This design comes from an exercise in tuning for small area on the open sky130 flow, not from production work. Only simulation tests tie the RTL to the original design; equivalence was not proved.

trial 81:
==> flow/design.v (excerpt) <==
module top(input clk, rst, ball_speed, serve_type, angle, bat_size, restart, start, en_color, auto, hard_mode, input[3:0] mode, max_score, input[8:0] adc, output sel, size, output sound, output [9:0] RED, GRN, BLU, output HSYNC, VSYNC, px_clk, blank);
    wire [9:0] x, y, p1_y, bx, by, pp2_y;
    wire [8:0] ap2_y;
    reg [8:0] p2_y_ff;    
    wire [10:0] tb;
    wire px_data_out, vis;
    wire [2:0] color;
    wire [4:0] score1, score2;
    wire p1_win, p2_win, turn, start_state, hit, wall, goal, bs;
    wire p2p, p2m, xh;
    wire [1:0] game_mode;
    reg [1:0] mode_in, score_in;
    assign blank = 1'b1;
    assign size = bat_size;
    always @(posedge clk) begin
        if(auto) p2_y_ff <= ap2_y;
        else p2_y_ff <= pp2_y[8:0];
    end
    always @(posedge clk or posedge rst) begin
        if(rst) begin
            mode_in <= 2'b00;
            score_in <= 2'b00;
        end else begin
            if(mode[3]) mode_in <= 2'b11;
            else if(mode[2]) mode_in <= 2'b10;
            else if(mode[1]) mode_in <= 2'b01;
            else if(mode[0]) mode_in <= 2'b00;
            if(max_score[3]) score_in <= 2'b11;
            else if(max_score[2]) score_in <= 2'b10;
            else if(max_score[1]) score_in <= 2'b01;
            else if(max_score[0]) score_in <= 2'b00;
        end
    end
    vga_controller vga_controller(clk, rst, tb, x, y, vis, HSYNC, VSYNC, px_clk);
    paddle_controller pctrl(clk, rst, p2p, p2m, bat_size, tb[3:0], ap2_y);
    auto_player auto_player(clk, rst, auto, turn, hit, wall, start_state, hard_mode, xh, game_mode, by[8:0], ap2_y, p2p, p2m);
  ...
Size in the first run: roughly 1,600 cells after synthesis, roughly 160 flip-flops, about 65 I/O pins, roughly 13,000 um2 of cells after synthesis.
Settings: LEC_CHECK=0, ABC_AREA=1, CAP_MARGIN=20, CORE_MARGIN=2, CORE_UTILIZATION=40, CTS_BUF_LIST=sky130_fd_sc_hd__clkbuf_8, PLACE_DENSITY=0.6, SLEW_MARGIN=20; clock period 10.0 ns.
standard.sh (not shown) runs the stock make flow with config.mk's settings and CLKGATE_MAP_FILE= SYNTH_SCRIPT=/design/flow/synth_recipe.tcl, a recipe that flattens the netlist after the stock synthesis.
==> flow/flow/run.sh <==
#!/bin/bash
# Layout flow: the standard flow, except that
#  - synthesis skips the adder extraction (ADDER_MAP_FILE empty) and maps the logic with a
#    stronger ABC script (abc_area.script here);
#  - the port buffers are the smallest buffer (buf_1) instead of clkdlybuf4s50_1.
set -euo pipefail
W=$PWD
rm -rf "$W/scripts_mine"
cp -r "$FLOW_HOME/scripts" "$W/scripts_mine"
cp "$W/flow/abc_area.script" "$W/scripts_mine/abc_area.script"
make -C "$FLOW_HOME" DESIGN_CONFIG="$W/config.mk" WORK_HOME="$W/orfs" CLKGATE_MAP_FILE= \
  SYNTH_SCRIPT="$W/synth_recipe.tcl" SCRIPTS_DIR="$W/scripts_mine" ADDER_MAP_FILE= synth > "$W/synth.log" 2>&1
export BUFFER_PORTS_ARGS="-buffer_cell sky130_fd_sc_hd__buf_1"
bash "$W/standard.sh" > "$W/layout.log" 2>&1
==> flow/flow/abc_area.script <==
strash
&get -n
&fraig -x
&put
scorr
dc2
strash
&get -n
&deepsyn -T 300
&put
strash
&get -n
&dch -f
&nf -R 1000 -F 32 -A 32 -p
&put
Looking at the reports, trial 81 completed the entire flow and the layout it produced met the timing, DRC and antenna checks.
--- input diff trial 81..trial 69 ---
--- a/flow/flow/run.sh
+++ b/flow/flow/run.sh
@@ -4,3 +4,4 @@
 #    stronger ABC script (abc_area.script here);
-#  - the port buffers are the smallest buffer (buf_1) instead of clkdlybuf4s50_1.
+#  - the port buffers are the smallest buffer (buf_1) instead of clkdlybuf4s50_1;
+#  - clock tree synthesis uses clkbuf_8 and inserts no dummy loads.
 set -euo pipefail
@@ -13,2 +14,3 @@
 export BUFFER_PORTS_ARGS="-buffer_cell sky130_fd_sc_hd__buf_1"
+export CTS_ARGS="-sink_clustering_enable -repair_clock_nets -buf_list sky130_fd_sc_hd__clkbuf_8 -dont_use_dummy_load"
 bash "$W/standard.sh" > "$W/layout.log" 2>&1
Notes after the runs:
In trial 69 the number of standard cells after synthesis turned out 21 higher than in trial 81.
Taking trial 81 as the reference point, the sequential share of layout area of trial 69 rises by 0.55 points.
Compared with trial 81, in trial 69 horizontal die dimension was more or less identical, minimum setup slack after placement shows an increase of 230 ps, final critical-path share of the clock period shrank by 1.6 points.

top again, from the RTL that the note above started with.
Design top, start of the top module:
module top(input clk, rst, ball_speed, serve_type, angle, bat_size, restart, start, en_color, auto, hard_mode, input[3:0] mode, max_score, input[8:0] adc, output sel, size, output sound, output [9:0] RED, GRN, BLU, output HSYNC, VSYNC, px_clk, blank);
==> flow/config.mk <==
export PLATFORM = sky130hd
export DESIGN_NAME = top
export DESIGN_NICKNAME = top
export VERILOG_FILES = /design/flow/design.v
export SDC_FILE = /design/flow/constraint.sdc
export NUM_CORES = 4
export LEC_CHECK = 0
export ABC_AREA = 1
export CAP_MARGIN = 20
export CORE_MARGIN = 2
export CORE_UTILIZATION = 40
export CTS_BUF_LIST = sky130_fd_sc_hd__clkbuf_8
export PLACE_DENSITY = 0.6
export SLEW_MARGIN = 20
==> flow/constraint.sdc <==
create_clock -name core_clock -period 10.0 [get_ports {clk}]
set_input_delay 2.0000 -clock core_clock [delete_from_list [all_inputs] [get_ports {clk}]]
set_output_delay 2.0000 -clock core_clock [all_outputs]
set_load 0.01 [all_outputs]
==> flow/flow/run.sh <==
#!/bin/bash
# Layout flow: the standard flow, except that synthesis skips the adder extraction
# (ADDER_MAP_FILE empty) and maps the logic with a stronger ABC script (abc_area.script here).
set -euo pipefail
W=$PWD
rm -rf "$W/scripts_mine"
cp -r "$FLOW_HOME/scripts" "$W/scripts_mine"
cp "$W/flow/abc_area.script" "$W/scripts_mine/abc_area.script"
make -C "$FLOW_HOME" DESIGN_CONFIG="$W/config.mk" WORK_HOME="$W/orfs" CLKGATE_MAP_FILE= \
  SYNTH_SCRIPT="$W/synth_recipe.tcl" SCRIPTS_DIR="$W/scripts_mine" ADDER_MAP_FILE= synth > "$W/synth.log" 2>&1
bash "$W/standard.sh" > "$W/layout.log" 2>&1
Scripts as last shown in full above: flow/flow/abc_area.script
Edit:
==> flow/flow/run.sh (replaced) <==
#!/bin/bash
# Layout flow: the standard flow, except that
#  - synthesis skips the adder extraction (ADDER_MAP_FILE empty) and maps the logic with a
#    stronger ABC script (abc_area.script here);
#  - the port buffers are the smallest buffer (buf_1) instead of clkdlybuf4s50_1.
set -euo pipefail
W=$PWD
rm -rf "$W/scripts_mine"
cp -r "$FLOW_HOME/scripts" "$W/scripts_mine"
cp "$W/flow/abc_area.script" "$W/scripts_mine/abc_area.script"
make -C "$FLOW_HOME" DESIGN_CONFIG="$W/config.mk" WORK_HOME="$W/orfs" CLKGATE_MAP_FILE= \
  SYNTH_SCRIPT="$W/synth_recipe.tcl" SCRIPTS_DIR="$W/scripts_mine" ADDER_MAP_FILE= synth > "$W/synth.log" 2>&1
export BUFFER_PORTS_ARGS="-buffer_cell sky130_fd_sc_hd__buf_1"
bash "$W/standard.sh" > "$W/layout.log" 2>&1
==> flow/flow/abc_area.script (replaced) <==
strash
&get -n
&fraig -x
&put
scorr
dc2
strash
&get -n
&deepsyn -T 600
&put
strash
&get -n
&dch -f
&nf -R 1000 -F 32 -A 32 -p
&put
Routed wire length rises by 0.51%.
Count of clock-buffer cells in the layout rises by 1.
Cell count rises by about 1.2%.
Area after synthesis barely changes.

-- afterwards: timing with drivers on the ports --
The flow's constraints put no driver on any port. The routed layouts listed below were extracted and timed again, unchanged, in two steps.
Step 1 assumes that a clkbuf_16 drives the clock port and a buf_2 every other input.
Step 2, shift: input delay + t, output delay - t, t = (earliest + latest rising clock arrival at the registers) / 2. This alone moves slack from input paths to output paths.
Three values: ideal, step 1, step 2; two values: the first two.
run	shift t [ns]	slack for setup (ns)	pins driven straight from the clock port
trial 81	0.524	0.816 / 0.816 / 0.816	1
trial 69	0.499	0.971 / 0.971 / 0.971	1
the first run of note 2	0.512	0.914 / 0.914 / 0.914	1
the second run of note 2	0.524	0.843 / 0.843 / 0.843	1
After both steps setup and hold are still met in every run listed.
